Context: an optimization exercise on an open-source flow, tuned for small area, a short achievable clock period and few clock cycles per item. The choices shown serve that exercise and are no tape-out recipe. Only simulation tests tie the RTL to the original design; equivalence was not proved. Power and IR drop assume default switching activity.

===== flow/design.v =====
`timescale 1ns / 1ps
`timescale 1ns / 1ps
module mac (
    input  wire        clk,
    input  wire        rst,
    input  wire [31:0] x,
    input  wire [31:0] y,
    input  wire        start,
    output wire [31:0] z,
    output wire        busy
  );
  wire pp1 = ~(x[0] & y[0]);
  wire pp2 = ~(x[0] & y[1]);
  wire pp3 = ~(x[0] & y[2]);
  wire pp4 = ~(x[0] & y[3]);
  wire pp5 = ~(x[0] & y[4]);
  wire pp6 = ~(x[0] & y[5]);
  wire pp7 = ~(x[0] & y[6]);
  wire pp8 = x[0] & y[7];
  wire pp9 = ~(x[1] & y[0]);
  wire pp10 = ~(x[1] & y[1]);
  wire pp11 = ~(x[1] & y[2]);
  wire pp12 = ~(x[1] & y[3]);
  wire pp13 = ~(x[1] & y[4]);
  wire pp14 = ~(x[1] & y[5]);
  wire pp15 = ~(x[1] & y[6]);
  wire pp16 = x[1] & y[7];
  wire pp17 = ~(x[2] & y[0]);
  wire pp18 = ~(x[2] & y[1]);
  wire pp19 = ~(x[2] & y[2]);
  wire pp20 = ~(x[2] & y[3]);
  wire pp21 = ~(x[2] & y[4]);
  wire pp22 = ~(x[2] & y[5]);
  wire pp23 = ~(x[2] & y[6]);
  wire pp24 = x[2] & y[7];
  wire pp25 = ~(x[3] & y[0]);
  wire pp26 = ~(x[3] & y[1]);
  wire pp27 = ~(x[3] & y[2]);
  wire pp28 = ~(x[3] & y[3]);
  wire pp29 = ~(x[3] & y[4]);
  wire pp30 = ~(x[3] & y[5]);
  wire pp31 = ~(x[3] & y[6]);
  wire pp32 = x[3] & y[7];
  wire pp33 = ~(x[4] & y[0]);
  wire pp34 = ~(x[4] & y[1]);
  wire pp35 = ~(x[4] & y[2]);
  wire pp36 = ~(x[4] & y[3]);
  wire pp37 = ~(x[4] & y[4]);
  wire pp38 = ~(x[4] & y[5]);
  wire pp39 = ~(x[4] & y[6]);
  wire pp40 = x[4] & y[7];
  wire pp41 = ~(x[5] & y[0]);
  wire pp42 = ~(x[5] & y[1]);
  wire pp43 = ~(x[5] & y[2]);
  wire pp44 = ~(x[5] & y[3]);
  wire pp45 = ~(x[5] & y[4]);
  wire pp46 = ~(x[5] & y[5]);
  wire pp47 = ~(x[5] & y[6]);
  wire pp48 = x[5] & y[7];
  wire pp49 = ~(x[6] & y[0]);
  wire pp50 = ~(x[6] & y[1]);
  wire pp51 = ~(x[6] & y[2]);
  wire pp52 = ~(x[6] & y[3]);
  wire pp53 = ~(x[6] & y[4]);
  wire pp54 = ~(x[6] & y[5]);
  wire pp55 = ~(x[6] & y[6]);
  wire pp56 = x[6] & y[7];
  wire pp57 = x[7] & y[0];
  wire pp58 = x[7] & y[1];
  wire pp59 = x[7] & y[2];
  wire pp60 = x[7] & y[3];
  wire pp61 = x[7] & y[4];
  wire pp62 = x[7] & y[5];
  wire pp63 = x[7] & y[6];
  wire pp64 = ~(x[7] & y[7]);
  wire pp65 = ~(x[8] & y[8]);
  wire pp66 = ~(x[8] & y[9]);
  wire pp67 = ~(x[8] & y[10]);
  wire pp68 = ~(x[8] & y[11]);
  wire pp69 = ~(x[8] & y[12]);
  wire pp70 = ~(x[8] & y[13]);
  wire pp71 = ~(x[8] & y[14]);
  wire pp72 = x[8] & y[15];
  wire pp73 = ~(x[9] & y[8]);
  wire pp74 = ~(x[9] & y[9]);
  wire pp75 = ~(x[9] & y[10]);
  wire pp76 = ~(x[9] & y[11]);
  wire pp77 = ~(x[9] & y[12]);
  wire pp78 = ~(x[9] & y[13]);
  wire pp79 = ~(x[9] & y[14]);
  wire pp80 = x[9] & y[15];
  wire pp81 = ~(x[10] & y[8]);
  wire pp82 = ~(x[10] & y[9]);
  wire pp83 = ~(x[10] & y[10]);
  wire pp84 = ~(x[10] & y[11]);
  wire pp85 = ~(x[10] & y[12]);
  wire pp86 = ~(x[10] & y[13]);
  wire pp87 = ~(x[10] & y[14]);
  wire pp88 = x[10] & y[15];
  wire pp89 = ~(x[11] & y[8]);
  wire pp90 = ~(x[11] & y[9]);
  wire pp91 = ~(x[11] & y[10]);
  wire pp92 = ~(x[11] & y[11]);
  wire pp93 = ~(x[11] & y[12]);
  wire pp94 = ~(x[11] & y[13]);
  wire pp95 = ~(x[11] & y[14]);
  wire pp96 = x[11] & y[15];
  wire pp97 = ~(x[12] & y[8]);
  wire pp98 = ~(x[12] & y[9]);
  wire pp99 = ~(x[12] & y[10]);
  wire pp100 = ~(x[12] & y[11]);
  wire pp101 = ~(x[12] & y[12]);
  wire pp102 = ~(x[12] & y[13]);
  wire pp103 = ~(x[12] & y[14]);
  wire pp104 = x[12] & y[15];
  wire pp105 = ~(x[13] & y[8]);
  wire pp106 = ~(x[13] & y[9]);
  wire pp107 = ~(x[13] & y[10]);
  wire pp108 = ~(x[13] & y[11]);
  wire pp109 = ~(x[13] & y[12]);
  wire pp110 = ~(x[13] & y[13]);
  wire pp111 = ~(x[13] & y[14]);
  wire pp112 = x[13] & y[15];
  wire pp113 = ~(x[14] & y[8]);
  wire pp114 = ~(x[14] & y[9]);
  wire pp115 = ~(x[14] & y[10]);
  wire pp116 = ~(x[14] & y[11]);
  wire pp117 = ~(x[14] & y[12]);
  wire pp118 = ~(x[14] & y[13]);
  wire pp119 = ~(x[14] & y[14]);
  wire pp120 = x[14] & y[15];
  wire pp121 = x[15] & y[8];
  wire pp122 = x[15] & y[9];
  wire pp123 = x[15] & y[10];
  wire pp124 = x[15] & y[11];
  wire pp125 = x[15] & y[12];
  wire pp126 = x[15] & y[13];
  wire pp127 = x[15] & y[14];
  wire pp128 = ~(x[15] & y[15]);
  wire pp129 = ~(x[16] & y[16]);
  wire pp130 = ~(x[16] & y[17]);
  wire pp131 = ~(x[16] & y[18]);
  wire pp132 = ~(x[16] & y[19]);
  wire pp133 = ~(x[16] & y[20]);
  wire pp134 = ~(x[16] & y[21]);
  wire pp135 = ~(x[16] & y[22]);
  wire pp136 = x[16] & y[23];
  wire pp137 = ~(x[17] & y[16]);
  wire pp138 = ~(x[17] & y[17]);
  wire pp139 = ~(x[17] & y[18]);
  wire pp140 = ~(x[17] & y[19]);
  wire pp141 = ~(x[17] & y[20]);
  wire pp142 = ~(x[17] & y[21]);
  wire pp143 = ~(x[17] & y[22]);
  wire pp144 = x[17] & y[23];
  wire pp145 = ~(x[18] & y[16]);
  wire pp146 = ~(x[18] & y[17]);
  wire pp147 = ~(x[18] & y[18]);
  wire pp148 = ~(x[18] & y[19]);
  wire pp149 = ~(x[18] & y[20]);
  wire pp150 = ~(x[18] & y[21]);
  wire pp151 = ~(x[18] & y[22]);
  wire pp152 = x[18] & y[23];
  wire pp153 = ~(x[19] & y[16]);
  wire pp154 = ~(x[19] & y[17]);
  wire pp155 = ~(x[19] & y[18]);
  wire pp156 = ~(x[19] & y[19]);
  wire pp157 = ~(x[19] & y[20]);
  wire pp158 = ~(x[19] & y[21]);
  wire pp159 = ~(x[19] & y[22]);
  wire pp160 = x[19] & y[23];
  wire pp161 = ~(x[20] & y[16]);
  wire pp162 = ~(x[20] & y[17]);
  wire pp163 = ~(x[20] & y[18]);
  wire pp164 = ~(x[20] & y[19]);
  wire pp165 = ~(x[20] & y[20]);
  wire pp166 = ~(x[20] & y[21]);
  wire pp167 = ~(x[20] & y[22]);
  wire pp168 = x[20] & y[23];
  wire pp169 = ~(x[21] & y[16]);
  wire pp170 = ~(x[21] & y[17]);
  wire pp171 = ~(x[21] & y[18]);
  wire pp172 = ~(x[21] & y[19]);
  wire pp173 = ~(x[21] & y[20]);
  wire pp174 = ~(x[21] & y[21]);
  wire pp175 = ~(x[21] & y[22]);
  wire pp176 = x[21] & y[23];
  wire pp177 = ~(x[22] & y[16]);
  wire pp178 = ~(x[22] & y[17]);
  wire pp179 = ~(x[22] & y[18]);
  wire pp180 = ~(x[22] & y[19]);
  wire pp181 = ~(x[22] & y[20]);
  wire pp182 = ~(x[22] & y[21]);
  wire pp183 = ~(x[22] & y[22]);
  wire pp184 = x[22] & y[23];
  wire pp185 = x[23] & y[16];
  wire pp186 = x[23] & y[17];
  wire pp187 = x[23] & y[18];
  wire pp188 = x[23] & y[19];
  wire pp189 = x[23] & y[20];
  wire pp190 = x[23] & y[21];
  wire pp191 = x[23] & y[22];
  wire pp192 = ~(x[23] & y[23]);
  wire pp193 = ~(x[24] & y[24]);
  wire pp194 = ~(x[24] & y[25]);
  wire pp195 = ~(x[24] & y[26]);
  wire pp196 = ~(x[24] & y[27]);
  wire pp197 = ~(x[24] & y[28]);
  wire pp198 = ~(x[24] & y[29]);
  wire pp199 = ~(x[24] & y[30]);
  wire pp200 = x[24] & y[31];
  wire pp201 = ~(x[25] & y[24]);
  wire pp202 = ~(x[25] & y[25]);
  wire pp203 = ~(x[25] & y[26]);
  wire pp204 = ~(x[25] & y[27]);
  wire pp205 = ~(x[25] & y[28]);
  wire pp206 = ~(x[25] & y[29]);
  wire pp207 = ~(x[25] & y[30]);
  wire pp208 = x[25] & y[31];
  wire pp209 = ~(x[26] & y[24]);
  wire pp210 = ~(x[26] & y[25]);
  wire pp211 = ~(x[26] & y[26]);
  wire pp212 = ~(x[26] & y[27]);
  wire pp213 = ~(x[26] & y[28]);
  wire pp214 = ~(x[26] & y[29]);
  wire pp215 = ~(x[26] & y[30]);
  wire pp216 = x[26] & y[31];
  wire pp217 = ~(x[27] & y[24]);
  wire pp218 = ~(x[27] & y[25]);
  wire pp219 = ~(x[27] & y[26]);
  wire pp220 = ~(x[27] & y[27]);
  wire pp221 = ~(x[27] & y[28]);
  wire pp222 = ~(x[27] & y[29]);
  wire pp223 = ~(x[27] & y[30]);
  wire pp224 = x[27] & y[31];
  wire pp225 = ~(x[28] & y[24]);
  wire pp226 = ~(x[28] & y[25]);
  wire pp227 = ~(x[28] & y[26]);
  wire pp228 = ~(x[28] & y[27]);
  wire pp229 = ~(x[28] & y[28]);
  wire pp230 = ~(x[28] & y[29]);
  wire pp231 = ~(x[28] & y[30]);
  wire pp232 = x[28] & y[31];
  wire pp233 = ~(x[29] & y[24]);
  wire pp234 = ~(x[29] & y[25]);
  wire pp235 = ~(x[29] & y[26]);
  wire pp236 = ~(x[29] & y[27]);
  wire pp237 = ~(x[29] & y[28]);
  wire pp238 = ~(x[29] & y[29]);
  wire pp239 = ~(x[29] & y[30]);
  wire pp240 = x[29] & y[31];
  wire pp241 = ~(x[30] & y[24]);
  wire pp242 = ~(x[30] & y[25]);
  wire pp243 = ~(x[30] & y[26]);
  wire pp244 = ~(x[30] & y[27]);
  wire pp245 = ~(x[30] & y[28]);
  wire pp246 = ~(x[30] & y[29]);
  wire pp247 = ~(x[30] & y[30]);
  wire pp248 = x[30] & y[31];
  wire pp249 = x[31] & y[24];
  wire pp250 = x[31] & y[25];
  wire pp251 = x[31] & y[26];
  wire pp252 = x[31] & y[27];
  wire pp253 = x[31] & y[28];
  wire pp254 = x[31] & y[29];
  wire pp255 = x[31] & y[30];
  wire pp256 = ~(x[31] & y[31]);
  wire s257 = ~(pp1 ^ pp65);
  wire c258 = pp1 | pp65;
  wire s259, c259;
  mac_fa u259 (.a(pp129), .b(pp193), .ci(s257), .s(s259), .co(c259));
  wire s260 = ~(pp2 ^ pp9);
  wire c261 = pp2 | pp9;
  wire s262, c262;
  mac_fa u262 (.a(pp66), .b(pp73), .ci(pp130), .s(s262), .co(c262));
  wire s263, c263;
  mac_fa u263 (.a(pp137), .b(pp194), .ci(pp201), .s(s263), .co(c263));
  wire s264, c264;
  mac_fa u264 (.a(c258), .b(s260), .ci(s262), .s(s264), .co(c264));
  wire s265, c265;
  mac_fa u265 (.a(s263), .b(c259), .ci(s264), .s(s265), .co(c265));
  wire s266, c266;
  mac_fa u266 (.a(pp3), .b(pp10), .ci(pp17), .s(s266), .co(c266));
  wire s267, c267;
  mac_fa u267 (.a(pp67), .b(pp74), .ci(pp81), .s(s267), .co(c267));
  wire s268, c268;
  mac_fa u268 (.a(pp131), .b(pp138), .ci(pp145), .s(s268), .co(c268));
  wire s269, c269;
  mac_fa u269 (.a(pp195), .b(pp202), .ci(pp209), .s(s269), .co(c269));
  wire s270, c270;
  mac_fa u270 (.a(c261), .b(c262), .ci(c263), .s(s270), .co(c270));
  wire s271, c271;
  mac_fa u271 (.a(s266), .b(s267), .ci(s268), .s(s271), .co(c271));
  wire s272, c272;
  mac_fa u272 (.a(s269), .b(c264), .ci(s270), .s(s272), .co(c272));
  wire s273, c273;
  mac_fa u273 (.a(s271), .b(c265), .ci(s272), .s(s273), .co(c273));
  wire s274 = ~(pp4 ^ pp11);
  wire c275 = pp4 | pp11;
  wire s276, c276;
  mac_fa u276 (.a(pp18), .b(pp25), .ci(pp68), .s(s276), .co(c276));
  wire s277, c277;
  mac_fa u277 (.a(pp75), .b(pp82), .ci(pp89), .s(s277), .co(c277));
  wire s278, c278;
  mac_fa u278 (.a(pp132), .b(pp139), .ci(pp146), .s(s278), .co(c278));
  wire s279, c279;
  mac_fa u279 (.a(pp153), .b(pp196), .ci(pp203), .s(s279), .co(c279));
  wire s280, c280;
  mac_fa u280 (.a(pp210), .b(pp217), .ci(s274), .s(s280), .co(c280));
  wire s281, c281;
  mac_fa u281 (.a(c266), .b(c267), .ci(c268), .s(s281), .co(c281));
  wire s282, c282;
  mac_fa u282 (.a(c269), .b(s276), .ci(s277), .s(s282), .co(c282));
  wire s283, c283;
  mac_fa u283 (.a(s278), .b(s279), .ci(s280), .s(s283), .co(c283));
  wire s284, c284;
  mac_fa u284 (.a(c270), .b(c271), .ci(s281), .s(s284), .co(c284));
  wire s285, c285;
  mac_fa u285 (.a(s282), .b(s283), .ci(c272), .s(s285), .co(c285));
  wire s286, c286;
  mac_fa u286 (.a(s284), .b(c273), .ci(s285), .s(s286), .co(c286));
  wire s287 = ~(pp5 ^ pp12);
  wire c288 = pp5 | pp12;
  wire s289, c289;
  mac_fa u289 (.a(pp19), .b(pp26), .ci(pp33), .s(s289), .co(c289));
  wire s290, c290;
  mac_fa u290 (.a(pp69), .b(pp76), .ci(pp83), .s(s290), .co(c290));
  wire s291, c291;
  mac_fa u291 (.a(pp90), .b(pp97), .ci(pp133), .s(s291), .co(c291));
  wire s292, c292;
  mac_fa u292 (.a(pp140), .b(pp147), .ci(pp154), .s(s292), .co(c292));
  wire s293, c293;
  mac_fa u293 (.a(pp161), .b(pp197), .ci(pp204), .s(s293), .co(c293));
  wire s294, c294;
  mac_fa u294 (.a(pp211), .b(pp218), .ci(pp225), .s(s294), .co(c294));
  wire s295, c295;
  mac_fa u295 (.a(c275), .b(s287), .ci(c276), .s(s295), .co(c295));
  wire s296, c296;
  mac_fa u296 (.a(c277), .b(c278), .ci(c279), .s(s296), .co(c296));
  wire s297, c297;
  mac_fa u297 (.a(s289), .b(s290), .ci(s291), .s(s297), .co(c297));
  wire s298, c298;
  mac_fa u298 (.a(s292), .b(s293), .ci(s294), .s(s298), .co(c298));
  wire s299, c299;
  mac_fa u299 (.a(c280), .b(c281), .ci(c282), .s(s299), .co(c299));
  wire s300, c300;
  mac_fa u300 (.a(s295), .b(s296), .ci(s297), .s(s300), .co(c300));
  wire s301, c301;
  mac_fa u301 (.a(s298), .b(c283), .ci(c284), .s(s301), .co(c301));
  wire s302, c302;
  mac_fa u302 (.a(s299), .b(s300), .ci(c285), .s(s302), .co(c302));
  wire s303, c303;
  mac_fa u303 (.a(s301), .b(c286), .ci(s302), .s(s303), .co(c303));
  wire s304 = ~(pp6 ^ pp13);
  wire c305 = pp6 | pp13;
  wire s306, c306;
  mac_fa u306 (.a(pp20), .b(pp27), .ci(pp34), .s(s306), .co(c306));
  wire s307, c307;
  mac_fa u307 (.a(pp41), .b(pp70), .ci(pp77), .s(s307), .co(c307));
  wire s308, c308;
  mac_fa u308 (.a(pp84), .b(pp91), .ci(pp98), .s(s308), .co(c308));
  wire s309, c309;
  mac_fa u309 (.a(pp105), .b(pp134), .ci(pp141), .s(s309), .co(c309));
  wire s310, c310;
  mac_fa u310 (.a(pp148), .b(pp155), .ci(pp162), .s(s310), .co(c310));
  wire s311, c311;
  mac_fa u311 (.a(pp169), .b(pp198), .ci(pp205), .s(s311), .co(c311));
  wire s312, c312;
  mac_fa u312 (.a(pp212), .b(pp219), .ci(pp226), .s(s312), .co(c312));
  wire s313, c313;
  mac_fa u313 (.a(pp233), .b(c288), .ci(s304), .s(s313), .co(c313));
  wire s314, c314;
  mac_fa u314 (.a(c289), .b(c290), .ci(c291), .s(s314), .co(c314));
  wire s315, c315;
  mac_fa u315 (.a(c292), .b(c293), .ci(c294), .s(s315), .co(c315));
  wire s316, c316;
  mac_fa u316 (.a(s306), .b(s307), .ci(s308), .s(s316), .co(c316));
  wire s317, c317;
  mac_fa u317 (.a(s309), .b(s310), .ci(s311), .s(s317), .co(c317));
  wire s318, c318;
  mac_fa u318 (.a(s312), .b(s313), .ci(c295), .s(s318), .co(c318));
  wire s319, c319;
  mac_fa u319 (.a(c296), .b(c297), .ci(c298), .s(s319), .co(c319));
  wire s320, c320;
  mac_fa u320 (.a(s314), .b(s315), .ci(s316), .s(s320), .co(c320));
  wire s321, c321;
  mac_fa u321 (.a(s317), .b(c299), .ci(c300), .s(s321), .co(c321));
  wire s322, c322;
  mac_fa u322 (.a(s318), .b(s319), .ci(s320), .s(s322), .co(c322));
  wire s323, c323;
  mac_fa u323 (.a(c301), .b(s321), .ci(s322), .s(s323), .co(c323));
  wire s324 = ~(pp7 ^ pp14);
  wire c325 = pp7 | pp14;
  wire s326, c326;
  mac_fa u326 (.a(pp21), .b(pp28), .ci(pp35), .s(s326), .co(c326));
  wire s327, c327;
  mac_fa u327 (.a(pp42), .b(pp49), .ci(pp71), .s(s327), .co(c327));
  wire s328, c328;
  mac_fa u328 (.a(pp78), .b(pp85), .ci(pp92), .s(s328), .co(c328));
  wire s329, c329;
  mac_fa u329 (.a(pp99), .b(pp106), .ci(pp113), .s(s329), .co(c329));
  wire s330, c330;
  mac_fa u330 (.a(pp135), .b(pp142), .ci(pp149), .s(s330), .co(c330));
  wire s331, c331;
  mac_fa u331 (.a(pp156), .b(pp163), .ci(pp170), .s(s331), .co(c331));
  wire s332, c332;
  mac_fa u332 (.a(pp177), .b(pp199), .ci(pp206), .s(s332), .co(c332));
  wire s333, c333;
  mac_fa u333 (.a(pp213), .b(pp220), .ci(pp227), .s(s333), .co(c333));
  wire s334, c334;
  mac_fa u334 (.a(pp234), .b(pp241), .ci(c305), .s(s334), .co(c334));
  wire s335, c335;
  mac_fa u335 (.a(s324), .b(c306), .ci(c307), .s(s335), .co(c335));
  wire s336, c336;
  mac_fa u336 (.a(c308), .b(c309), .ci(c310), .s(s336), .co(c336));
  wire s337, c337;
  mac_fa u337 (.a(c311), .b(c312), .ci(s326), .s(s337), .co(c337));
  wire s338, c338;
  mac_fa u338 (.a(s327), .b(s328), .ci(s329), .s(s338), .co(c338));
  wire s339, c339;
  mac_fa u339 (.a(s330), .b(s331), .ci(s332), .s(s339), .co(c339));
  wire s340, c340;
  mac_fa u340 (.a(s333), .b(s334), .ci(c313), .s(s340), .co(c340));
  wire s341, c341;
  mac_fa u341 (.a(c314), .b(c315), .ci(c316), .s(s341), .co(c341));
  wire s342, c342;
  mac_fa u342 (.a(c317), .b(s335), .ci(s336), .s(s342), .co(c342));
  wire s343, c343;
  mac_fa u343 (.a(s337), .b(s338), .ci(s339), .s(s343), .co(c343));
  wire s344, c344;
  mac_fa u344 (.a(s340), .b(c318), .ci(c319), .s(s344), .co(c344));
  wire s345, c345;
  mac_fa u345 (.a(c320), .b(s341), .ci(s342), .s(s345), .co(c345));
  wire s346, c346;
  mac_fa u346 (.a(s343), .b(c321), .ci(c322), .s(s346), .co(c346));
  wire s347, c347;
  mac_fa u347 (.a(s344), .b(s345), .ci(c323), .s(s347), .co(c347));
  wire s348 = ~(pp8 ^ pp15);
  wire c349 = pp8 | pp15;
  wire s350, c350;
  mac_fa u350 (.a(pp22), .b(pp29), .ci(pp36), .s(s350), .co(c350));
  wire s351, c351;
  mac_fa u351 (.a(pp43), .b(pp50), .ci(pp57), .s(s351), .co(c351));
  wire s352, c352;
  mac_fa u352 (.a(pp72), .b(pp79), .ci(pp86), .s(s352), .co(c352));
  wire s353, c353;
  mac_fa u353 (.a(pp93), .b(pp100), .ci(pp107), .s(s353), .co(c353));
  wire s354, c354;
  mac_fa u354 (.a(pp114), .b(pp121), .ci(pp136), .s(s354), .co(c354));
  wire s355, c355;
  mac_fa u355 (.a(pp143), .b(pp150), .ci(pp157), .s(s355), .co(c355));
  wire s356, c356;
  mac_fa u356 (.a(pp164), .b(pp171), .ci(pp178), .s(s356), .co(c356));
  wire s357, c357;
  mac_fa u357 (.a(pp185), .b(pp200), .ci(pp207), .s(s357), .co(c357));
  wire s358, c358;
  mac_fa u358 (.a(pp214), .b(pp221), .ci(pp228), .s(s358), .co(c358));
  wire s359, c359;
  mac_fa u359 (.a(pp235), .b(pp242), .ci(pp249), .s(s359), .co(c359));
  wire s360, c360;
  mac_fa u360 (.a(c325), .b(s348), .ci(c326), .s(s360), .co(c360));
  wire s361, c361;
  mac_fa u361 (.a(c327), .b(c328), .ci(c329), .s(s361), .co(c361));
  wire s362, c362;
  mac_fa u362 (.a(c330), .b(c331), .ci(c332), .s(s362), .co(c362));
  wire s363, c363;
  mac_fa u363 (.a(c333), .b(s350), .ci(s351), .s(s363), .co(c363));
  wire s364, c364;
  mac_fa u364 (.a(s352), .b(s353), .ci(s354), .s(s364), .co(c364));
  wire s365, c365;
  mac_fa u365 (.a(s355), .b(s356), .ci(s357), .s(s365), .co(c365));
  wire s366, c366;
  mac_fa u366 (.a(s358), .b(s359), .ci(c334), .s(s366), .co(c366));
  wire s367, c367;
  mac_fa u367 (.a(c335), .b(c336), .ci(c337), .s(s367), .co(c367));
  wire s368, c368;
  mac_fa u368 (.a(c338), .b(c339), .ci(s360), .s(s368), .co(c368));
  wire s369, c369;
  mac_fa u369 (.a(s361), .b(s362), .ci(s363), .s(s369), .co(c369));
  wire s370, c370;
  mac_fa u370 (.a(s364), .b(s365), .ci(s366), .s(s370), .co(c370));
  wire s371, c371;
  mac_fa u371 (.a(c340), .b(c341), .ci(c342), .s(s371), .co(c371));
  wire s372, c372;
  mac_fa u372 (.a(c343), .b(s367), .ci(s368), .s(s372), .co(c372));
  wire s373, c373;
  mac_fa u373 (.a(s369), .b(s370), .ci(c344), .s(s373), .co(c373));
  wire s374, c374;
  mac_fa u374 (.a(c345), .b(s371), .ci(s372), .s(s374), .co(c374));
  wire s375, c375;
  mac_fa u375 (.a(c346), .b(s373), .ci(s374), .s(s375), .co(c375));
  wire s376 = ~(pp16 ^ pp23);
  wire c377 = pp16 | pp23;
  wire s378, c378;
  mac_fa u378 (.a(pp30), .b(pp37), .ci(pp44), .s(s378), .co(c378));
  wire s379, c379;
  mac_fa u379 (.a(pp51), .b(pp58), .ci(pp80), .s(s379), .co(c379));
  wire s380, c380;
  mac_fa u380 (.a(pp87), .b(pp94), .ci(pp101), .s(s380), .co(c380));
  wire s381, c381;
  mac_fa u381 (.a(pp108), .b(pp115), .ci(pp122), .s(s381), .co(c381));
  wire s382, c382;
  mac_fa u382 (.a(pp144), .b(pp151), .ci(pp158), .s(s382), .co(c382));
  wire s383, c383;
  mac_fa u383 (.a(pp165), .b(pp172), .ci(pp179), .s(s383), .co(c383));
  wire s384, c384;
  mac_fa u384 (.a(pp186), .b(pp208), .ci(pp215), .s(s384), .co(c384));
  wire s385, c385;
  mac_fa u385 (.a(pp222), .b(pp229), .ci(pp236), .s(s385), .co(c385));
  wire s386, c386;
  mac_fa u386 (.a(pp243), .b(pp250), .ci(c349), .s(s386), .co(c386));
  wire s387, c387;
  mac_fa u387 (.a(s376), .b(c350), .ci(c351), .s(s387), .co(c387));
  wire s388, c388;
  mac_fa u388 (.a(c352), .b(c353), .ci(c354), .s(s388), .co(c388));
  wire s389, c389;
  mac_fa u389 (.a(c355), .b(c356), .ci(c357), .s(s389), .co(c389));
  wire s390, c390;
  mac_fa u390 (.a(c358), .b(c359), .ci(s378), .s(s390), .co(c390));
  wire s391, c391;
  mac_fa u391 (.a(s379), .b(s380), .ci(s381), .s(s391), .co(c391));
  wire s392, c392;
  mac_fa u392 (.a(s382), .b(s383), .ci(s384), .s(s392), .co(c392));
  wire s393, c393;
  mac_fa u393 (.a(s385), .b(s386), .ci(c360), .s(s393), .co(c393));
  wire s394, c394;
  mac_fa u394 (.a(c361), .b(c362), .ci(c363), .s(s394), .co(c394));
  wire s395, c395;
  mac_fa u395 (.a(c364), .b(c365), .ci(s387), .s(s395), .co(c395));
  wire s396, c396;
  mac_fa u396 (.a(s388), .b(s389), .ci(s390), .s(s396), .co(c396));
  wire s397, c397;
  mac_fa u397 (.a(s391), .b(s392), .ci(c366), .s(s397), .co(c397));
  wire s398, c398;
  mac_fa u398 (.a(c367), .b(c368), .ci(c369), .s(s398), .co(c398));
  wire s399, c399;
  mac_fa u399 (.a(s393), .b(s394), .ci(s395), .s(s399), .co(c399));
  wire s400, c400;
  mac_fa u400 (.a(s396), .b(c370), .ci(s397), .s(s400), .co(c400));
  wire s401, c401;
  mac_fa u401 (.a(c371), .b(c372), .ci(s398), .s(s401), .co(c401));
  wire s402, c402;
  mac_fa u402 (.a(s399), .b(s400), .ci(c373), .s(s402), .co(c402));
  wire s403 = ~(pp24 ^ pp31);
  wire c404 = pp24 | pp31;
  wire s405, c405;
  mac_fa u405 (.a(pp38), .b(pp45), .ci(pp52), .s(s405), .co(c405));
  wire s406, c406;
  mac_fa u406 (.a(pp59), .b(pp88), .ci(pp95), .s(s406), .co(c406));
  wire s407, c407;
  mac_fa u407 (.a(pp102), .b(pp109), .ci(pp116), .s(s407), .co(c407));
  wire s408, c408;
  mac_fa u408 (.a(pp123), .b(pp152), .ci(pp159), .s(s408), .co(c408));
  wire s409, c409;
  mac_fa u409 (.a(pp166), .b(pp173), .ci(pp180), .s(s409), .co(c409));
  wire s410, c410;
  mac_fa u410 (.a(pp187), .b(pp216), .ci(pp223), .s(s410), .co(c410));
  wire s411, c411;
  mac_fa u411 (.a(pp230), .b(pp237), .ci(pp244), .s(s411), .co(c411));
  wire s412, c412;
  mac_fa u412 (.a(pp251), .b(c377), .ci(s403), .s(s412), .co(c412));
  wire s413, c413;
  mac_fa u413 (.a(c378), .b(c379), .ci(c380), .s(s413), .co(c413));
  wire s414, c414;
  mac_fa u414 (.a(c381), .b(c382), .ci(c383), .s(s414), .co(c414));
  wire s415, c415;
  mac_fa u415 (.a(c384), .b(c385), .ci(s405), .s(s415), .co(c415));
  wire s416, c416;
  mac_fa u416 (.a(s406), .b(s407), .ci(s408), .s(s416), .co(c416));
  wire s417, c417;
  mac_fa u417 (.a(s409), .b(s410), .ci(s411), .s(s417), .co(c417));
  wire s418, c418;
  mac_fa u418 (.a(c386), .b(s412), .ci(c387), .s(s418), .co(c418));
  wire s419, c419;
  mac_fa u419 (.a(c388), .b(c389), .ci(c390), .s(s419), .co(c419));
  wire s420, c420;
  mac_fa u420 (.a(c391), .b(c392), .ci(s413), .s(s420), .co(c420));
  wire s421, c421;
  mac_fa u421 (.a(s414), .b(s415), .ci(s416), .s(s421), .co(c421));
  wire s422, c422;
  mac_fa u422 (.a(s417), .b(c393), .ci(c394), .s(s422), .co(c422));
  wire s423, c423;
  mac_fa u423 (.a(c395), .b(c396), .ci(s418), .s(s423), .co(c423));
  wire s424, c424;
  mac_fa u424 (.a(s419), .b(s420), .ci(s421), .s(s424), .co(c424));
  wire s425, c425;
  mac_fa u425 (.a(c397), .b(c398), .ci(c399), .s(s425), .co(c425));
  wire s426, c426;
  mac_fa u426 (.a(s422), .b(s423), .ci(s424), .s(s426), .co(c426));
  wire s427, c427;
  mac_fa u427 (.a(c400), .b(c401), .ci(s425), .s(s427), .co(c427));
  wire s428, c428;
  mac_fa u428 (.a(pp32), .b(pp39), .ci(pp46), .s(s428), .co(c428));
  wire s429, c429;
  mac_fa u429 (.a(pp53), .b(pp60), .ci(pp96), .s(s429), .co(c429));
  wire s430, c430;
  mac_fa u430 (.a(pp103), .b(pp110), .ci(pp117), .s(s430), .co(c430));
  wire s431, c431;
  mac_fa u431 (.a(pp124), .b(pp160), .ci(pp167), .s(s431), .co(c431));
  wire s432, c432;
  mac_fa u432 (.a(pp174), .b(pp181), .ci(pp188), .s(s432), .co(c432));
  wire s433, c433;
  mac_fa u433 (.a(pp224), .b(pp231), .ci(pp238), .s(s433), .co(c433));
  wire s434, c434;
  mac_fa u434 (.a(pp245), .b(pp252), .ci(c404), .s(s434), .co(c434));
  wire s435, c435;
  mac_fa u435 (.a(c405), .b(c406), .ci(c407), .s(s435), .co(c435));
  wire s436, c436;
  mac_fa u436 (.a(c408), .b(c409), .ci(c410), .s(s436), .co(c436));
  wire s437, c437;
  mac_fa u437 (.a(c411), .b(s428), .ci(s429), .s(s437), .co(c437));
  wire s438, c438;
  mac_fa u438 (.a(s430), .b(s431), .ci(s432), .s(s438), .co(c438));
  wire s439, c439;
  mac_fa u439 (.a(s433), .b(s434), .ci(c412), .s(s439), .co(c439));
  wire s440, c440;
  mac_fa u440 (.a(c413), .b(c414), .ci(c415), .s(s440), .co(c440));
  wire s441, c441;
  mac_fa u441 (.a(c416), .b(c417), .ci(s435), .s(s441), .co(c441));
  wire s442, c442;
  mac_fa u442 (.a(s436), .b(s437), .ci(s438), .s(s442), .co(c442));
  wire s443, c443;
  mac_fa u443 (.a(s439), .b(c418), .ci(c419), .s(s443), .co(c443));
  wire s444, c444;
  mac_fa u444 (.a(c420), .b(c421), .ci(s440), .s(s444), .co(c444));
  wire s445, c445;
  mac_fa u445 (.a(s441), .b(s442), .ci(c422), .s(s445), .co(c445));
  wire s446, c446;
  mac_fa u446 (.a(c423), .b(c424), .ci(s443), .s(s446), .co(c446));
  wire s447, c447;
  mac_fa u447 (.a(s444), .b(c425), .ci(c426), .s(s447), .co(c447));
  wire s448, c448;
  mac_fa u448 (.a(pp40), .b(pp47), .ci(pp54), .s(s448), .co(c448));
  wire s449, c449;
  mac_fa u449 (.a(pp61), .b(pp104), .ci(pp111), .s(s449), .co(c449));
  wire s450, c450;
  mac_fa u450 (.a(pp118), .b(pp125), .ci(pp168), .s(s450), .co(c450));
  wire s451, c451;
  mac_fa u451 (.a(pp175), .b(pp182), .ci(pp189), .s(s451), .co(c451));
  wire s452, c452;
  mac_fa u452 (.a(pp232), .b(pp239), .ci(pp246), .s(s452), .co(c452));
  wire s453, c453;
  mac_fa u453 (.a(pp253), .b(c428), .ci(c429), .s(s453), .co(c453));
  wire s454, c454;
  mac_fa u454 (.a(c430), .b(c431), .ci(c432), .s(s454), .co(c454));
  wire s455, c455;
  mac_fa u455 (.a(c433), .b(s448), .ci(s449), .s(s455), .co(c455));
  wire s456, c456;
  mac_fa u456 (.a(s450), .b(s451), .ci(s452), .s(s456), .co(c456));
  wire s457, c457;
  mac_fa u457 (.a(c434), .b(c435), .ci(c436), .s(s457), .co(c457));
  wire s458, c458;
  mac_fa u458 (.a(c437), .b(c438), .ci(s453), .s(s458), .co(c458));
  wire s459, c459;
  mac_fa u459 (.a(s454), .b(s455), .ci(s456), .s(s459), .co(c459));
  wire s460, c460;
  mac_fa u460 (.a(c439), .b(c440), .ci(c441), .s(s460), .co(c460));
  wire s461, c461;
  mac_fa u461 (.a(c442), .b(s457), .ci(s458), .s(s461), .co(c461));
  wire s462, c462;
  mac_fa u462 (.a(s459), .b(c443), .ci(c444), .s(s462), .co(c462));
  wire s463, c463;
  mac_fa u463 (.a(s460), .b(s461), .ci(c445), .s(s463), .co(c463));
  wire s464, c464;
  mac_fa u464 (.a(pp48), .b(pp55), .ci(pp62), .s(s464), .co(c464));
  wire s465, c465;
  mac_fa u465 (.a(pp112), .b(pp119), .ci(pp126), .s(s465), .co(c465));
  wire s466, c466;
  mac_fa u466 (.a(pp176), .b(pp183), .ci(pp190), .s(s466), .co(c466));
  wire s467, c467;
  mac_fa u467 (.a(pp240), .b(pp247), .ci(pp254), .s(s467), .co(c467));
  wire s468, c468;
  mac_fa u468 (.a(c448), .b(c449), .ci(c450), .s(s468), .co(c468));
  wire s469, c469;
  mac_fa u469 (.a(c451), .b(c452), .ci(s464), .s(s469), .co(c469));
  wire s470, c470;
  mac_fa u470 (.a(s465), .b(s466), .ci(s467), .s(s470), .co(c470));
  wire s471, c471;
  mac_fa u471 (.a(c453), .b(c454), .ci(c455), .s(s471), .co(c471));
  wire s472, c472;
  mac_fa u472 (.a(c456), .b(s468), .ci(s469), .s(s472), .co(c472));
  wire s473, c473;
  mac_fa u473 (.a(s470), .b(c457), .ci(c458), .s(s473), .co(c473));
  wire s474, c474;
  mac_fa u474 (.a(c459), .b(s471), .ci(s472), .s(s474), .co(c474));
  wire s475, c475;
  mac_fa u475 (.a(c460), .b(c461), .ci(s473), .s(s475), .co(c475));
  wire s476, c476;
  mac_fa u476 (.a(s474), .b(c462), .ci(s475), .s(s476), .co(c476));
  wire s477, c477;
  mac_fa u477 (.a(pp56), .b(pp63), .ci(pp120), .s(s477), .co(c477));
  wire s478, c478;
  mac_fa u478 (.a(pp127), .b(pp184), .ci(pp191), .s(s478), .co(c478));
  wire s479, c479;
  mac_fa u479 (.a(pp248), .b(pp255), .ci(c464), .s(s479), .co(c479));
  wire s480, c480;
  mac_fa u480 (.a(c465), .b(c466), .ci(c467), .s(s480), .co(c480));
  wire s481, c481;
  mac_fa u481 (.a(s477), .b(s478), .ci(c468), .s(s481), .co(c481));
  wire s482, c482;
  mac_fa u482 (.a(c469), .b(c470), .ci(s479), .s(s482), .co(c482));
  wire s483, c483;
  mac_fa u483 (.a(s480), .b(c471), .ci(c472), .s(s483), .co(c483));
  wire s484, c484;
  mac_fa u484 (.a(s481), .b(s482), .ci(c473), .s(s484), .co(c484));
  wire s485, c485;
  mac_fa u485 (.a(c474), .b(s483), .ci(c475), .s(s485), .co(c485));
  wire s486, c486;
  mac_fa u486 (.a(pp64), .b(pp128), .ci(pp192), .s(s486), .co(c486));
  wire s487, c487;
  mac_fa u487 (.a(pp256), .b(c477), .ci(c478), .s(s487), .co(c487));
  wire s488, c488;
  mac_fa u488 (.a(s486), .b(c479), .ci(c480), .s(s488), .co(c488));
  wire s489, c489;
  mac_fa u489 (.a(s487), .b(c481), .ci(c482), .s(s489), .co(c489));
  wire s490, c490;
  mac_fa u490 (.a(s488), .b(c483), .ci(s489), .s(s490), .co(c490));
  wire s491, c491;
  mac_fa u491 (.a(c486), .b(c487), .ci(c488), .s(s491), .co(c491));
  wire s492, c492;
  mac_fa u492 (.a(c489), .b(s491), .ci(c490), .s(s492), .co(c492));
  reg  [37:0] r;
  always @(posedge clk)
  begin
    if (start)
      r <= {c492, c491, s492, c485, s490, c484, s485, c476, s484, s476, c463, s463, c447, s462, c446, s447, c427, s446, s445, s427, c402, s426, s402, c375, s401, c374, s375, c347, s347, s346, c303, s323, c302, s303, s286, s273, s265, s259};
  end
  wire s493, c493;
  mac_fa u493 (.a(r[5]), .b(r[6]), .ci(r[7]), .s(s493), .co(c493));
  wire s494, c494;
  mac_fa u494 (.a(r[8]), .b(r[9]), .ci(c493), .s(s494), .co(c494));
  wire s495 = r[10] ^ r[11];
  wire c496 = r[10] & r[11];
  wire s497, c497;
  mac_fa u497 (.a(r[12]), .b(r[13]), .ci(r[14]), .s(s497), .co(c497));
  wire s498, c498;
  mac_fa u498 (.a(r[15]), .b(c496), .ci(s497), .s(s498), .co(c498));
  wire s499, c499;
  mac_fa u499 (.a(r[16]), .b(r[17]), .ci(r[18]), .s(s499), .co(c499));
  wire s500 = c497 ^ s499;
  wire c501 = c497 & s499;
  wire s502, c502;
  mac_fa u502 (.a(r[19]), .b(r[20]), .ci(r[21]), .s(s502), .co(c502));
  wire s503, c503;
  mac_fa u503 (.a(r[22]), .b(c499), .ci(s502), .s(s503), .co(c503));
  wire s504, c504;
  mac_fa u504 (.a(r[23]), .b(r[24]), .ci(r[25]), .s(s504), .co(c504));
  wire s505, c505;
  mac_fa u505 (.a(r[26]), .b(c502), .ci(s504), .s(s505), .co(c505));
  wire s506, c506;
  mac_fa u506 (.a(r[27]), .b(r[28]), .ci(c504), .s(s506), .co(c506));
  wire s507, c507;
  mac_fa u507 (.a(r[29]), .b(r[30]), .ci(r[31]), .s(s507), .co(c507));
  wire s508, c508;
  mac_fa u508 (.a(r[32]), .b(r[33]), .ci(r[34]), .s(s508), .co(c508));
  wire g0 = r[0] & 1'b0;
  wire p0 = r[0] ^ 1'b0;
  wire g1 = r[1] & 1'b0;
  wire p1 = r[1] ^ 1'b0;
  wire g2 = r[2] & 1'b0;
  wire p2 = r[2] ^ 1'b0;
  wire g3 = r[3] & 1'b0;
  wire p3 = r[3] ^ 1'b0;
  wire g4 = r[4] & 1'b0;
  wire p4 = r[4] ^ 1'b0;
  wire g5 = s493 & 1'b0;
  wire p5 = s493 ^ 1'b0;
  wire g6 = s494 & 1'b0;
  wire p6 = s494 ^ 1'b0;
  wire g7 = s495 & c494;
  wire p7 = s495 ^ c494;
  wire g8 = s498 & 1'b0;
  wire p8 = s498 ^ 1'b0;
  wire g9 = s500 & c498;
  wire p9 = s500 ^ c498;
  wire g10 = c501 & s503;
  wire p10 = c501 ^ s503;
  wire g11 = c503 & s505;
  wire p11 = c503 ^ s505;
  wire g12 = c505 & s506;
  wire p12 = c505 ^ s506;
  wire g13 = s507 & c506;
  wire p13 = s507 ^ c506;
  wire g14 = c507 & s508;
  wire p14 = c507 ^ s508;
  wire g15 = r[35] & c508;
  wire p15 = r[35] ^ c508;
  wire g16 = r[36] & r[37];
  wire p16 = r[36] ^ r[37];
  wire G1_1 = g1 | (p1 & g0);
  wire P1_1 = p1 & p0;
  wire G1_3 = g3 | (p3 & g2);
  wire P1_3 = p3 & p2;
  wire G1_5 = g5 | (p5 & g4);
  wire P1_5 = p5 & p4;
  wire G1_7 = g7 | (p7 & g6);
  wire P1_7 = p7 & p6;
  wire G1_9 = g9 | (p9 & g8);
  wire P1_9 = p9 & p8;
  wire G1_11 = g11 | (p11 & g10);
  wire P1_11 = p11 & p10;
  wire G1_13 = g13 | (p13 & g12);
  wire P1_13 = p13 & p12;
  wire G1_15 = g15 | (p15 & g14);
  wire P1_15 = p15 & p14;
  wire G2_2 = g2 | (p2 & G1_1);
  wire P2_2 = p2 & P1_1;
  wire G2_3 = G1_3 | (P1_3 & G1_1);
  wire P2_3 = P1_3 & P1_1;
  wire G2_6 = g6 | (p6 & G1_5);
  wire P2_6 = p6 & P1_5;
  wire G2_7 = G1_7 | (P1_7 & G1_5);
  wire P2_7 = P1_7 & P1_5;
  wire G2_10 = g10 | (p10 & G1_9);
  wire P2_10 = p10 & P1_9;
  wire G2_11 = G1_11 | (P1_11 & G1_9);
  wire P2_11 = P1_11 & P1_9;
  wire G2_14 = g14 | (p14 & G1_13);
  wire P2_14 = p14 & P1_13;
  wire G2_15 = G1_15 | (P1_15 & G1_13);
  wire P2_15 = P1_15 & P1_13;
  wire G4_4 = g4 | (p4 & G2_3);
  wire P4_4 = p4 & P2_3;
  wire G4_5 = G1_5 | (P1_5 & G2_3);
  wire P4_5 = P1_5 & P2_3;
  wire G4_6 = G2_6 | (P2_6 & G2_3);
  wire P4_6 = P2_6 & P2_3;
  wire G4_7 = G2_7 | (P2_7 & G2_3);
  wire P4_7 = P2_7 & P2_3;
  wire G4_12 = g12 | (p12 & G2_11);
  wire P4_12 = p12 & P2_11;
  wire G4_13 = G1_13 | (P1_13 & G2_11);
  wire P4_13 = P1_13 & P2_11;
  wire G4_14 = G2_14 | (P2_14 & G2_11);
  wire P4_14 = P2_14 & P2_11;
  wire G4_15 = G2_15 | (P2_15 & G2_11);
  wire P4_15 = P2_15 & P2_11;
  wire G8_8 = g8 | (p8 & G4_7);
  wire P8_8 = p8 & P4_7;
  wire G8_9 = G1_9 | (P1_9 & G4_7);
  wire P8_9 = P1_9 & P4_7;
  wire G8_10 = G2_10 | (P2_10 & G4_7);
  wire P8_10 = P2_10 & P4_7;
  wire G8_11 = G2_11 | (P2_11 & G4_7);
  wire P8_11 = P2_11 & P4_7;
  wire G8_12 = G4_12 | (P4_12 & G4_7);
  wire P8_12 = P4_12 & P4_7;
  wire G8_13 = G4_13 | (P4_13 & G4_7);
  wire P8_13 = P4_13 & P4_7;
  wire G8_14 = G4_14 | (P4_14 & G4_7);
  wire P8_14 = P4_14 & P4_7;
  wire G8_15 = G4_15 | (P4_15 & G4_7);
  wire P8_15 = P4_15 & P4_7;
  wire [2:0] sgn;
  mac_sgn1 usgn0 (.g(g16), .p(p16), .c(G8_15), .s(sgn[0]));
  mac_sgn1 usgn1 (.g(g16), .p(p16), .c(G8_15), .s(sgn[1]));
  mac_sgn1 usgn2 (.g(g16), .p(p16), .c(G8_15), .s(sgn[2]));
  assign z    = {sgn[2], sgn[2], sgn[2], sgn[2], sgn[2], sgn[1], sgn[1], sgn[1], sgn[1], sgn[1], sgn[0], sgn[0], sgn[0], sgn[0], sgn[0],
                 ~(p16 ^ G8_15), ~(p15 ^ G8_14), ~(p14 ^ G8_13), ~(p13 ^ G8_12), ~(p12 ^ G8_11), ~(p11 ^ G8_10), ~(p10 ^ G8_9), ~(p9 ^ G8_8), ~(p8 ^ G4_7), ~(p7 ^ G4_6), ~(p6 ^ G4_5), ~(p5 ^ G4_4), ~(p4 ^ G2_3), ~(p3 ^ G2_2), ~(p2 ^ G1_1), ~(p1 ^ g0), ~p0};
  assign busy = 1'b0;
endmodule
module mac_fa (
    input  wire a,
    input  wire b,
    input  wire ci,
    output wire s,
    output wire co
  );
  assign s  = a ^ b ^ ci;
  assign co = (a & b) | (a & ci) | (b & ci);
endmodule
module mac_sgn (
    input  wire t,
    input  wire g,
    input  wire p,
    input  wire c,
    output wire s
  );
  assign s = ~(t ^ (g | (p & c)));
endmodule
module mac_sgn0 (
    input  wire g,
    input  wire p,
    input  wire c,
    output wire s
  );
  assign s = ~(g | (p & c));
endmodule
module mac_sgn1 (
    input  wire g,
    input  wire p,
    input  wire c,
    output wire s
  );
  assign s = g | (p & c);
endmodule

===== flow/flow/run.sh =====
#!/bin/bash
# The standard layout (standard.sh), with port buffers of the given cell instead
# of the one buffer_ports picks by default.  make's output goes to standard.log;
# ORFS keeps each step's log under orfs/logs.
set -euo pipefail
export BUFFER_PORTS_ARGS="-buffer_cell sky130_fd_sc_hd__buf_2"
bash standard.sh > standard.log 2>&1

===== flow/standard.sh =====
#!/bin/bash
# synth_recipe.tcl (not shown) runs the flow's synth.tcl, then flattens the netlist and writes it again
# the make line also repeats each setting of config.mk as NAME=value (left out here)
make -C /OpenROAD-flow-scripts/flow DESIGN_CONFIG=/design/flow/config.mk WORK_HOME=/design/flow/orfs CLKGATE_MAP_FILE= SYNTH_SCRIPT=/design/flow/synth_recipe.tcl "${@:-finish}"

===== flow/config.mk =====
export PLATFORM = sky130hd
export DESIGN_NAME = mac
export DESIGN_NICKNAME = mac
export VERILOG_FILES = /design/flow/design.v
export SDC_FILE = /design/flow/constraint.sdc
export NUM_CORES = 4
export LEC_CHECK = 0
export CAP_MARGIN = 20
export CORE_MARGIN = 2
export CORE_UTILIZATION = 40
export SLEW_MARGIN = 20
export SYNTH_HIERARCHICAL = 1
export SYNTH_MINIMUM_KEEP_SIZE = 0

===== flow/constraint.sdc =====
create_clock -name core_clock -period 7.0 [get_ports {clk}]
set_input_delay 1.4000 -clock core_clock [delete_from_list [all_inputs] [get_ports {clk}]]
set_output_delay 1.4000 -clock core_clock [all_outputs]
set_load 0.01 [all_outputs]

==> flow_summary.ini, run 1 <==
[setup_path]
worstPathCellList = buf_2 -> nand2_1 -> fa_1 -> fa_1 -> fa_1 -> fa_1 -> fa_1 -> fa_1
cp_top_family = adder cells
criticalPathCategory = in -> reg
path_buf_inv = 1
crit_top_cell = fa_1
start_kind = primary input
crit_arrival_ns = 4.72
cp_max_fo = 8
endpoint_kind = flip-flop
crit_slowest_cell = fa_1
critPathMaxStageDelay_ns = 0.61
required_ns = 7.02

[floorplanning]
die_x_um = 143
start_util_pct = 40.9
ios = 100
core_sq_um = 18800
die_area_sq_um = 20300
rows = 50
die_y_um = 143

[clock_tree]
clock-root-buffer = clkbuf_16
clkTransAtPathRegs_ns = 0.06
cts.sinks = 38
cts_resized = 0
tritoncts = built
clockBufferDepth = 2
cts_made_buffers = 5
cts_hold_buf = 0
htree_levels = 2
postCtsSetupBuffers = 0

[power_and_ir_drop]
sequentialPowerShare_pct = 14.3
vdd_drop_max_uv = 277
power.share.clock_pct = 5.4
switchingPower_mw = 1.91
power_frac_comb_pct = 80.2
power_switching_share_pct = 47.5
internal_power_mw = 2.11
leakage_nw = 3.26
p_per_area_nw_per_um2 = 476

[sta]
setup_violations = 0
period_minus_slack_ns = 4.70
holdWs_ns = 1.68
min_period_over_period_pct = 67.1
rsz0062_at_grt = false
hold_viol_final = 0
worst_slew_pin_slew_ns = 0.881
slew_headroom_pct = 41.3
drv_slew = 0
fmax_mhz = 213
fin_setup_tns_ns = 0

[worst_hold_path]
min_path_type = in -> reg
hp-start = y[24]
min_to = r[0]
min_path_cells = 3

[route]
num_vias = 4975
viasPerCell = 5.28
drt_iter0_drc = 324
drt-wirelength-per-cell_um = 22.0
wl_um = 20700
route.detailed.drc = 0
first_pass_iters = 5
drtAntennaViolNets = 0

[job]
max_cap_violations = 0

[placed_design]
port_buffers = 97
place_hpwl_um = 17900
place_congestion = 0.970

[global_route]
grtUsageMet1_pct = 30.4
grt_pass1_vias = 5676
grt_util_met3_pct = 2.59
grt_overflow_total = 0
grt_pass1_wl_um = 32600
antenna_found_initial = 0
grt_usage_pct = 21.7
grt_max_degree = 39
grt.busiest_layer = met2
grt_use_met2_pct = 37.1

[synthesis]
yosysMostFrequentCell = fa_1
synth_area_sq_um = 7680
synth_fp_nets = 952
synthArstFlopShare_pct = 0
avgSynthCellArea_sq_um = 12.1
synthTopCellsByArea = fa_1, edfxtp_1, nand2_1, and2_1, ha_1
yosysUniqueCellTypes = 26
synthTopCellsByCount = fa_1, nand2_1, and2_1
synth-seq-cells = 38
ys_warn_count = 7
synth_top_area_share_pct = 60.0
syn_inst = 634
ys_seq_area_share_pct = 14.9
synth-edff-count = 38
synth_ff_type = edfxtp_1
yosys.area.top_type = fa_1

[finish]
top_regs = r: 38 flops
regMostFlops = r
ff_latch_area_sq_um = 1140
drive_gt1_share_pct = 15.8
n_antenna_cell = 0
fin_nets = 1025
nFillCells = 1783
area_growth_syn_to_layout_pct = 9.82
largest_reg_flops = 38
multi_input_area_sq_um = 6260

[outcome]
status = timing/DRC/antenna clean
-- per-layer routing --
layer,vias to the layer above,routed length (um)
met5,-,0
met1,2668,8740
met4,0,180
met3,15,1390
met2,216,10400
li1,2076,-
-- metrics by stage --
stage          total power, mW  worst slack, ns  area (sq um)  utilization (%)  std cells
2_1_floorplan             2.88             2.20          7680                -        634
3_3_place_gp              3.76             2.07          8290             44.2        934
3_5_place_dp              3.85             2.04          8290             44.2        934
4_1_cts                   4.07             2.34          8430             44.9        942
5_1_grt                   4.45             2.23          8430             44.9        942
6_report                  4.01             2.30          8430             44.9        942
-- modules after synthesis, one instance, submodules excluded --
| module | flip-flops and latches | copies in the design | cells inside | area, sq um |
|---|---|---|---|---|
| mac_sgn1 | 0 | 3 | 1 | 7.51 |
| mac | 38 | 1 | 401 | 3050 |
| mac_fa | 0 | 230 | 1 | 20.0 |
-- worst min-delay path, delay by kind of cell --
family	cells	cell delay, ns
AND/OR/NAND/NOR	1	0.11
buffers and inverters	1	0.16
adder cells (fa/ha/maj)	1	0.18
-- cell usage in the layout (no fill, tap or decap) --
cell | netlist | routed
nor2_1 | 3 | 3
nor3_2 | 1 | 1
a221oi_2 | 1 | 1
xor2_1 | 4 | 4
a31o_4 | 1 | 1
nand3_1 | 1 | 1
a21o_1 | 4 | 4
and2_1 | 69 | 69
xnor2_2 | 1 | 1
edfxtp_1 | 38 | 38
a211oi_2 | 1 | 1
a2111oi_4 | 1 | 1
clkinv_2 | 0 | 1
nor2_2 | 1 | 1
clkinv_1 | 0 | 1
inv_1 | 29 | 29
a221o_1 | 1 | 1
ha_1 | 21 | 21
clkinvlp_4 | 0 | 1
buf_2 | 0 | 97
fa_1 | 230 | 230
a31oi_1 | 1 | 1
conb_1 | 1 | 1
xnor2_1 | 3 | 3
and3_1 | 1 | 1
a21oi_1 | 1 | 1
clkbuf_16 | 0 | 5
nor3_4 | 1 | 1
nand2_1 | 188 | 188
-- power groups by stage --
stage | clock network [mW] | logic, mW | registers [mW]
after floorplan | 0 | 2.31 | 0.570
after detailed placement | 0 | 3.26 | 0.583
after global placement | 0 | 3.18 | 0.578
after global routing | 0.231 | 3.63 | 0.591
final | 0.219 | 3.22 | 0.575
after CTS | 0.223 | 3.27 | 0.578
-- worst max-delay path by stage --
stage | slack (ns) | start | cells after the start | to
2_1_floorplan | 2.20 | x[2] | 8 | r[11]
3_5_place_dp | 2.04 | x[21] | 8 | r[11]
6_report | 2.30 | y[4] | 8 | r[11]
5_1_grt | 2.23 | y[4] | 8 | r[11]
3_3_place_gp | 2.07 | x[21] | 8 | r[11]
4_1_cts | 2.34 | x[21] | 8 | r[11]
-- cell families (layout without fill, tap and decap cells) --
group                    Yosys count  after routing  share of synthesized area, %
AND/OR/NAND/NOR                  265            265                          15.5
AO/OA/AOI/OAI                     11             11                          1.61
flip-flops                        38             38                          14.9
XOR/XNOR                           8              8                          1.01
buffers and inverters             60            134                          3.57
adder cells (fa/ha/maj)          251            251                          63.4
other                              1              1                        0.0488
-- cell type report --
type	instances	share of cell area [%]
multi-input cells	536	74.3
repair buffers	97	5.76
flip-flops and latches	38	13.5
clock buffers	5	1.48
well taps	234	3.47
clock inverters	3	0.193
inverters	29	1.29
Testbench counts, summed over its fixed seeds: cycles 512, items 512.
==> run 2: changes to the inputs <==
--- a/flow/config.mk
+++ b/flow/config.mk
@@ -9,4 +9,5 @@
 export CORE_MARGIN = 2
 export CORE_UTILIZATION = 40
+export SETUP_SLACK_MARGIN = 2.5
 export SLEW_MARGIN = 20
 export SYNTH_HIERARCHICAL = 1
==> run 2 against run 1 <==
Die area is the same. Non-clock buffer count grew 7. Final cell count grew 0.74%. Critical path type unchanged. Global-route usage is essentially flat. Highest routed layer unchanged. Core utilization grew 3.2 points. Combinational power grew 15%. Via count shrank 1.1%. Final area grew 7.2%.
==> flow_summary.ini, run 2 <==
[worst_hold_path]
min_path_cells = 3
hp-start = x[24]
min_to = r[0]
min_path_type = in -> reg

[synthesis]
synthTopCellsByArea = fa_1, edfxtp_1, nand2_1, and2_1, ha_1
yosysUniqueCellTypes = 26
synthTopCellsByCount = fa_1, nand2_1, and2_1
synth-seq-cells = 38
ys_seq_area_share_pct = 14.9
yosys.area.top_type = fa_1
synthArstFlopShare_pct = 0
synth_ff_type = edfxtp_1
synth_top_area_share_pct = 60.0
yosysMostFrequentCell = fa_1
syn_inst = 634
synth_area_sq_um = 7680
ys_warn_count = 7
synth_fp_nets = 952
avgSynthCellArea_sq_um = 12.1
synth-edff-count = 38

[finish]
regMostFlops = r
fin_nets = 1032
top_regs = r: 38 flops
drive_gt1_share_pct = 27.7
post-route-cell-area_sq_um = 9040
final_cell_mix = fa_1, nand2_1, and2_1, fa_2, buf_2
largest_reg_flops = 38
nFillCells = 1720
area_growth_syn_to_layout_pct = 17.7
mostFrequentLayoutCell = fa_1
n_antenna_cell = 0

[job]
max_cap_violations = 0

[placed_design]
place_congestion = 0.973
port_buffers = 97
postPlaceCellArea_sq_um = 8370
place_hpwl_um = 17800

[clock_tree]
htree_levels = 2
clock-root-buffer = clkbuf_16
cts.sinks = 38
clkTransAtPathRegs_ns = 0.06
tritoncts = built
clockBufferDepth = 2
cts_hold_buf = 0
cts_made_buffers = 5

[route]
num_vias = 4919
route.detailed.drc = 0
drt_iter0_drc = 226
viasPerCell = 5.18
drtAntennaViolNets = 0
drt-wirelength-per-cell_um = 21.7
wl_um = 20600
first_pass_iters = 5

[global_route]
grt_pass1_vias = 5818
grt_overflow_total = 0
grt_max_degree = 39
grt_usage_pct = 21.7
grt_pass1_wl_um = 32800
antenna_found_initial = 0

[sta]
min_period_over_period_pct = 64.3
fmax_mhz = 222
period_minus_slack_ns = 4.50
worst_slew_pin_slew_ns = 0.877
rsz0062_at_grt = true
fin_setup_tns_ns = 0
drv_slew = 0
slew_headroom_pct = 41.5
hold_viol_final = 0
setup_violations = 0

[floorplanning]
rows = 50
die_x_um = 143
core_sq_um = 18800
die_y_um = 143
die_area_sq_um = 20300
ios = 100
start_util_pct = 40.9

[power_and_ir_drop]
p_per_area_nw_per_um2 = 495
vdd_drop_max_uv = 292
p_total_mw = 4.48
leakage_nw = 3.38

[setup_path]
endpoint_kind = flip-flop
start_kind = primary input
crit_arrival_ns = 4.53
criticalPathCategory = in -> reg
required_ns = 7.03
cp_max_fo = 8

[outcome]
status = timing/DRC/antenna clean
[run 2: cell count changes in the layout (fill, tap and decap cells not counted), sizes merged]
| cell | previous run | this run |
|---|---|---|
| clkbuf | 5 | 14 |
| buf | 97 | 95 |
[run 2: cells by family (layout without fill, tap and decap cells)]
logic type      after synthesis  after routing  share of synthesized area (%)
simple gates                265            265                           15.5
fa+ha+maj                   251            251                           63.4
buf+inv                      60            141                           3.57
flops                        38             38                           14.9
compound gates               11             11                           1.61
xor+xnor                      8              8                           1.01
other cells                   1              1                         0.0488
[run 2: metal layers]
metal | track usage (%) | up-vias | wire length (um)
met1 | 29.5 | 2599 | 8450
li1 | - | 2086 | -
met4 | 5.26 | 0 | 352
met5 | 0 | - | 0
met2 | 36.0 | 207 | 10000
met3 | 4.44 | 27 | 1740
[run 2: where the power goes]
part	leakage (nW)	total, mW	internal (mW)	switching (mW)
registers	0.373	0.576	0.523	0.0525
clock network	0.0672	0.218	0.130	0.0881
logic	2.94	3.69	1.80	1.88
total	3.38	4.48	2.46	2.02
[run 2: layout make-up]
class | count | area, sq um | area share [%]
multi-input cells | 536 | 6550 | 72.4
flip-flops and latches | 38 | 1140 | 12.6
repair buffers | 104 | 813 | 8.99
well taps | 234 | 293 | 3.24
clock buffers | 5 | 125 | 1.38
inverters | 29 | 109 | 1.20
clock inverters | 3 | 16.3 | 0.180
[run 2: timing repair]
item	CTS	global route
endpoints found under the hold margin	0	0
pin swaps	8	35
gates cloned	0	0
setup endpoints to repair	25	30
setup buffers	2	5
resized for setup	28	138
[run 2: per-stage QoR]
stage / worst slack (ns) / instances / utilization [%] / hold WS [ns]
final: 2.50 / 949 / 48.2 / 1.65
after global routing: 2.42 / 949 / 48.2 / 1.70
after CTS: 2.46 / 944 / 45.9 / 1.68
after detailed placement: 2.09 / 934 / 44.6 / 1.86
after global placement: 2.11 / 934 / 44.6 / 1.85
after floorplan: 2.37 / 634 / - / 1.51
[run 2: how the worst max path moves through the flow]
stage                     startpoint  endpoint  slack, ns  depth (start not counted)
final                          y[29]     r[11]       2.50                          8
after global placement          y[2]     r[11]       2.11                          8
after detailed placement        x[4]     r[11]       2.09                          8
after global routing            x[8]     r[11]       2.42                          8
after CTS                       y[2]     r[11]       2.46                          8
after floorplan                y[20]     r[11]       2.37                          8
[run 2: modules after synthesis, one instance, submodules excluded]
module	cells inside	copies in the design
mac	401	1
mac_fa	1	230
mac_sgn1	1	3
[run 2: critical path: stages]
cell	delay [ns]
buf_4	0.15
nand2_1	0.09
fa_1	0.56
fa_2	0.46
fa_2	0.38
fa_1	0.51
fa_1	0.57
fa_1	0.41
==> run 3: changes to the inputs <==
--- a/flow/config.mk
+++ b/flow/config.mk
@@ -8,6 +8,6 @@
 export CAP_MARGIN = 20
 export CORE_MARGIN = 2
-export CORE_UTILIZATION = 40
-export SETUP_SLACK_MARGIN = 2.5
+export CORE_UTILIZATION = 60
+export SETUP_SLACK_MARGIN = 2.35
 export SLEW_MARGIN = 20
 export SYNTH_HIERARCHICAL = 1
==> run 3 against run 2 <==
Global-route usage is 9.6 points higher. Worst hold slack lost 0.012 ns. Non-clock buffer count decreased by 7. Sequential power is 0.7% higher. Die area decreased by 32%. Via count up 2.4%. Area after synthesis unchanged. Critical path depth is the same. First-iteration DRC count up 35%. Wire length down 4.8%. Critical path type unchanged. Largest cell class unchanged. Highest routed layer unchanged.
==> flow_summary.ini, run 3 <==
[outcome]
status = timing/DRC/antenna clean

[sta]
slew_headroom_pct = 39.9
setup_violations = 0
drv_slew = 0
holdWs_ns = 1.64
worst_slew_pin_slew_ns = 0.902
hold_viol_final = 0
fmax_mhz = 215
rsz0062_at_grt = true
period_minus_slack_ns = 4.65
min_period_over_period_pct = 66.4
timing.final.ws_setup_ns = 2.35
fin_setup_tns_ns = 0

[power_and_ir_drop]
leakage_nw = 3.26
p_per_area_nw_per_um2 = 485
vdd_drop_max_uv = 327

[floorplanning]
die_x_um = 117
die_y_um = 117
core_sq_um = 12600
rows = 41
ios = 100
start_util_pct = 61.1
die_area_sq_um = 13700

[route]
wl_um = 19600
route.detailed.drc = 0
viasPerCell = 5.73
drt-wirelength-per-cell_um = 22.3
first_pass_iters = 5
drtAntennaViolNets = 0
num_vias = 5038
drt_iter0_drc = 306

[clock_tree]
tritoncts = built
cts.sinks = 38
cts_made_buffers = 5
clkTransAtPathRegs_ns = 0.05
postCtsSetupBuffers = 0
clockBufferDepth = 2
htree_levels = 2
clock-root-buffer = clkbuf_16

[global_route]
grt_max_degree = 39
grt_usage_pct = 31.3
grt.busiest_layer = met2
grt_util_met3_pct = 9.89
grt_pass1_vias = 5592
grt_use_met2_pct = 48.9
grt_overflow_total = 0
grtUsageMet1_pct = 44.4
grt_pass1_wl_um = 30400
antenna_found_initial = 0

[synthesis]
synthTopCellsByArea = fa_1, edfxtp_1, nand2_1, and2_1, ha_1
yosysMostFrequentCell = fa_1
synth_fp_nets = 952
yosys.area.top_type = fa_1
yosys.area_share.simple_pct = 15.5
synth_top_family_by_area = adder cells
synth_area_sq_um = 7680
ys_seq_area_share_pct = 14.9
avgSynthCellArea_sq_um = 12.1
syn_inst = 634
synth-seq-cells = 38
synth-edff-count = 38
synthArstFlopShare_pct = 0
synth_compound_area_share_pct = 1.61
ys_warn_count = 7
synthXorXnorAreaFrac_pct = 1.01
synth_top_area_share_pct = 60.0
synth_ff_type = edfxtp_1
synthTopCellsByCount = fa_1, nand2_1, and2_1
synth_adder_area_share_pct = 63.4
yosysUniqueCellTypes = 26
synth_mux_area_share_pct = 0

[placed_design]
place_hpwl_um = 17100
pre_cts_slack_ns = 2.06
place_congestion = 1.02
port_buffers = 97

[setup_path]
path_buf_inv = 1
required_ns = 7.02
cp_top_family = adder cells
start_kind = primary input
crit_arrival_ns = 4.67
worstPathCellList = buf_2 -> nand2_1 -> fa_1 -> fa_1 -> fa_2 -> fa_1 -> fa_1 -> fa_1
cp_max_fo = 8
crit_slowest_cell = fa_1
endpoint_kind = flip-flop
crit_top_cell = fa_1
criticalPathCategory = in -> reg
critPathMaxStageDelay_ns = 0.63

[finish]
largest_reg_flops = 38
regMostFlops = r
drive_gt1_share_pct = 18.1
n_antenna_cell = 0
top_regs = r: 38 flops
mostFrequentLayoutCell = fa_1
fin_nets = 1025
area_growth_syn_to_layout_pct = 9.71
final_cell_mix = fa_1, nand2_1, buf_2, and2_1, edfxtp_1

[job]
max_cap_violations = 0

[worst_hold_path]
min_path_type = in -> reg
run 3: power by group:
group          switching [mW]  internal (mW)  leakage (nW)
sequential             0.0563          0.524         0.373
clock                  0.0868          0.129        0.0694
combinational            1.77           1.52          2.82
run 3: metrics by stage:
stage               total power [mW]  utilization (%)  cell area (sq um)  std cells
floorplan                       2.89                -               7710        634
global placement                3.69             65.5               8230        872
detailed placement              3.85             65.5               8230        872
CTS                             4.08             66.5               8360        879
global route                    4.57             67.0               8430        879
finish                          4.09             67.0               8430        879
run 3: cell families (layout without fill, tap and decap cells):
kind of cell,Yosys count,count (layout)
XOR/XNOR,8,8
flip-flops,38,38
AND/OR/NAND/NOR,265,265
buffers and inverters,60,133
other,1,1
adder cells (fa/ha/maj),251,251
AO/OA/AOI/OAI,11,11
run 3: timing repair:
action | in CTS | in global routing
endpoints found under the setup margin | 0 | 21
gates resized for setup | 0 | 20
hold buffers | 0 | 0
hold endpoints to repair | 0 | 0
run 3: final cells by class:
cell class	count	area (sq um)
clock buffers	5	125
clock inverters	2	10.0
fillers	998	4140
inverters	29	109
multi-input cells	536	6320
flip-flops and latches	38	1140
well taps	172	215
repair buffers	97	508
run 3: layer usage:
| metal | part of all wire (%) | vias to the layer above |
|---|---|---|
| met5 | 0 | - |
| met4 | 1.6 | 0 |
| met3 | 11 | 30 |
| met2 | 46 | 267 |
| met1 | 41 | 2668 |
| li1 | - | 2073 |
run 3: Yosys stat by module (local to each module, per instance):
module,cell area [sq um],copies in the design,cells
mac_fa,20.0,230,1
mac_sgn1,7.51,3,1
mac,3050,1,401
run 3: worst paths after layout:
path,cells past startpoint,slack (ns),end,startpoint
setup / recovery,8,2.35,r[11],x[2]
hold / removal,3,1.64,r[0],x[24]

port drivers added, routing unchanged:
How much do the figures lean on ideal ports? The routed layouts below were timed once more, with nothing changed but the port constraints. Step 1 sets driving cells, clkbuf_16 on the clock port and buf_2 on the other inputs (assumed; they add their load-dependent delay and slew). Step 2 moves the port delays by t, midway between the first and last clock arrival at a register: inputs arrive t later, outputs are due t later. That takes back most of the time a late clock gives input paths. Three values: ideal, step 1, step 2; two values: the first two.
run	t (ns)	setup WS [ns]	hold slack, ns	slew at the worst register clock pin (ns)
run 1	0.324	2.304 / 2.316 / 1.992	1.683 / 1.668 / 1.877	0.06 / 0.06
run 2	0.329	2.496 / 2.479 / 2.150	1.651 / 1.639 / 1.877	0.06 / 0.06
run 3	0.323	2.349 / 2.368 / 2.045	1.639 / 1.616 / 1.871	0.06 / 0.06
After both steps setup and hold are still met in every run listed. For run 2, which loses most, drivers alone change the setup slack by -0.017 ns; drivers and shift together by -0.346 ns.
